Source: an optimization exercise on an open RTL-to-GDS flow (aim: small area). Production flows keep margins and buffers that such runs may drop.
The RTL was checked by simulation tests, not by an equivalence proof against the original design.
Power and IR drop assume default switching activity.

==> inputs of v37 <==
## dsp
module dsp(o_filter_data, o_led, o_ber_samp_I, o_ber_samp_Q, o_ber_error_I, o_ber_error_Q, i_sw, i_rstn, clk);
==> flow/config.mk <==
export PLATFORM = sky130hd
export DESIGN_NAME = dsp
export DESIGN_NICKNAME = dsp
export VERILOG_FILES = /design/flow/design.v
export SDC_FILE = /design/flow/constraint.sdc
export NUM_CORES = 4
export LEC_CHECK = 0
export CAP_MARGIN = 20
export CORE_MARGIN = 2
export CORE_UTILIZATION = 85
export PLACE_DENSITY = 0.9
export SLEW_MARGIN = 20
==> flow/constraint.sdc <==
create_clock -name core_clock -period 12.0 [get_ports {clk}]
set_input_delay 2.4000 -clock core_clock [delete_from_list [all_inputs] [get_ports {clk}]]
set_output_delay 2.4000 -clock core_clock [all_outputs]
set_load 0.01 [all_outputs]
standard.sh (not shown) runs the stock make flow with config.mk's settings and CLKGATE_MAP_FILE= SYNTH_SCRIPT=/design/flow/synth_recipe.tcl, a recipe that flattens the netlist after the stock synthesis.
==> flow/flow/run.sh <==
#!/bin/bash
# Standard ORFS layout (the standard.sh, unchanged synthesis, floorplan,
# power grid, placement and routing) with two settings changed:
#  - every port is buffered with the smallest buffer, buf_1, instead of the
#    default clkdlybuf4s50_1;
#  - clock tree synthesis uses clkbuf_8 leaf buffers on clusters of up to 15
#    flip-flops and inserts no dummy loads.
# All output goes to standard_flow.log (ORFS keeps per-step logs in orfs/logs).
set -e
export BUFFER_PORTS_ARGS="-buffer_cell sky130_fd_sc_hd__buf_1"
export CTS_ARGS="-sink_clustering_enable -repair_clock_nets -dont_use_dummy_load -buf_list sky130_fd_sc_hd__clkbuf_8 -sink_clustering_size 15 -sink_clustering_max_diameter 60"
bash standard.sh finish > standard_flow.log 2>&1
==> v22 (differences from v37) <==
Settings changed: CORE_UTILIZATION 85 to 70, PLACE_DENSITY 0.9 to 0.8.
==> comparison table <==
                                                                              v22                      v37
Routed Wire Length                                                        30.2 mm                  37.8 mm
Vias after detailed routing                                                 10171                    11412
Grt met1 use                                                                0.377                    0.506
Row count                                                                      50                       46
Result of the run                                         complete, no violations  complete, no violations
Initial cell density of the core                                            0.719                    0.861
Overall routing resource usage                                              0.287                    0.429
Power density normalized to cell area                                  113 nW/um2               114 nW/um2
Number of global-route vias before repair                                    9189                    10796
Setup ws final                                                            5590 ps                  5600 ps
Well Taps                                                                     260                      216
Post-route clock period utilization                                         0.534                    0.534
Violation count after the first detailed-route iteration                      640                     1285
First drt pass iteration count                                                  5                        6
Filler cell count in the final layout                                        1323                      602
Internal power                                                            1.22 mW                  1.21 mW
Global-route wire length before repair                                    47.2 mm                  56.7 mm
Flip-flop and latch power                                                 1.02 mW                  1.03 mW
Leakage power figure                                                      6.98 nW                  6.96 nW
Logic power comb                                                           150 uW                   153 uW
Die H                                                                      143 um                   130 um
GR Layer Usage met3                                                        0.0570                   0.0832
Area used by multi-input combinational logic                             6470 um2                 6480 um2
Placed Instances                                                             1726                     1680
Placeable core region                                                   18800 um2                15700 um2
Clk cell area share                                                        0.0227                   0.0219
Tightest Pin Transition                                                    985 ps                  1110 ps

==> 02-19 <==
Another version of the RTL of dsp (not shown whole).
clock: 12.0 ns
lec_check: 0
cap_margin: 20
core_margin: 2
core_utilization: 40
slew_margin: 20
Scripts as last shown in full above: flow/flow/run.sh
==> 05-13: changes against 02-19 <==
==> flow/run.sh (new file) <==
#!/bin/bash
# synth_recipe.tcl (not shown) runs the flow's synth.tcl, then flattens the netlist and writes it again
# the make line also repeats each setting of config.mk as NAME=value (left out here)
make -C /OpenROAD-flow-scripts/flow DESIGN_CONFIG=/design/flow/config.mk WORK_HOME=/design/flow/orfs CLKGATE_MAP_FILE= SYNTH_SCRIPT=/design/flow/synth_recipe.tcl finish
removed: flow/flow/run.sh
removed: flow/standard.sh
==> 05-02: changes against 02-19 <==
==> flow/flow/run.sh (replaced) <==
#!/bin/bash
# Standard ORFS layout with two changes: ports are buffered with the smallest
# buffer (buf_1) instead of the default choice, and clock tree synthesis uses
# small clock buffers without dummy loads.
set -e
export BUFFER_PORTS_ARGS="-buffer_cell sky130_fd_sc_hd__buf_1"
export CTS_ARGS="-sink_clustering_enable -repair_clock_nets -dont_use_dummy_load -buf_list sky130_fd_sc_hd__clkbuf_4"
bash standard.sh finish > standard_flow.log 2>&1
==> impl_metrics.toml <==
[outcome]
run_status = "timing/DRC/antenna clean"

[routing]
route.final.wire_length_microns = 33900
wl_per_instance_microns = 16.5
routed-via-count = 10600
dr_wl_met2_microns = 15800

[layout]
nClkBuffers = 26
final.signal_buffer_count = 287
most-common-layout-cells = "buf_1, dfxtp_1, ha_1, and2_1, nor2_1"
buf_share_pct = 7.09
area_growth_pct = 8.71
sh_seq_area_pct = 39.8

[power_and_ir_drop]
netSwitchingPower_w = 0.000442
power.sequential.fraction_pct = 61.6
power_density_nw_per_um2 = 107
internal_power_of_the_cells_w = 0.00122
sw_frac_of_total_pct = 26.5
comb_cell_power_w = 0.000136

[worst_setup_path]
crit_top_cell = "buf_1"
r2r-start = "u_control.inter_valid"
cpMaxStageDelayCell = "buf_1"

[timing]
period_minus_slack_ns = 6.30
[end of results for 02-19]
==> impl_metrics.toml <==
[timing]
period_minus_slack_ns = 7.00
timing.clock.skew_ns = 0.0249

[worst_setup_path]
crit_top_cell = "clkdlybuf4s50_1"
r2r-start = "u_control.inter_valid"
critical_path.max_fanout = 37

[layout]
area_growth_pct = 26.0
nClkBuffers = 54
buf_share_pct = 15.8
most-common-layout-cells = "clkdlybuf4s50_1, dfxtp_1, ha_1, and2_1, nor2_1"
final.signal_buffer_count = 286
multi_input_area_share_pct = 39.7
sh_seq_area_pct = 34.3

[routing]
dr_wl_met2_microns = 17100
routed-via-count = 10700
wl_per_instance_microns = 17.2

[logic_synthesis]
synth_adder_area_share_pct = 17.7

[outcome]
run_status = "timing/DRC/antenna clean"

[power_and_ir_drop]
comb_power_share_pct = 6.4
sw_frac_of_total_pct = 24.4
comb_cell_power_w = 0.000137
power.sequential.fraction_pct = 47.7
[end of results for 05-13]
==> impl_metrics.toml <==
[power_and_ir_drop]
netSwitchingPower_w = 0.000478
power.sequential.fraction_pct = 56.8

[layout]
area_growth_pct = 10.4
most-common-layout-cells = "buf_1, dfxtp_1, ha_1, and2_1, nor2_1"
final.signal_buffer_count = 287
nClkBuffers = 79

[routing]
dr_wl_met2_microns = 16200
route.final.wire_length_microns = 34200

[timing]
period_minus_slack_ns = 6.31

[outcome]
run_status = "timing/DRC/antenna clean"

[worst_setup_path]
cpMaxStageDelayCell = "buf_1"
crit_top_cell = "buf_1"
[end of results for 05-02]

==> separate check: timing with driven ports <==
No port has a modelled driver above. Below, the same layouts with a new extraction and two added sets of constraints. Step 1 assumes that a clkbuf_16 drives the clock port and a buf_2 every other input. Step 2 times the ports against the registers' clock, not the clock port: input delays grow and output delays shrink by t, the midpoint of the rising clock arrivals with the driver on. Slacks: no drivers / after step 1 / after step 2; pairs: no drivers / after step 1.
| run | shift t [ns] | slack for setup (ns) | worst hold slack (ns) | slew at the worst register clock pin (ns) | pins driven straight from the clock port |
|---|---|---|---|---|---|
| v37 | 0.585 | 5.597 / 5.569 / 5.375 | 0.421 / 0.421 / 0.421 | 0.10 / 0.10 | 1 |
| v22 | 0.572 | 5.587 / 5.560 / 5.560 | 0.442 / 0.442 / 0.442 | 0.10 / 0.10 | 1 |
| 02-19 | 0.609 | 5.704 / 5.668 / 5.668 | 0.441 / 0.441 / 0.441 | 0.10 / 0.10 | 1 |
| 05-13 | 0.556 | 4.997 / 4.969 / 4.969 | 0.427 / 0.427 / 0.427 | 0.06 / 0.06 | 1 |
| 05-02 | 0.703 | 5.693 / 5.656 / 5.656 | 0.435 / 0.435 / 0.435 | 0.07 / 0.07 | 1 |
After both steps setup and hold are still met in every run listed. The setup slack of v37, which loses most, moves by -0.028 ns with the drivers and by -0.222 ns with both steps.
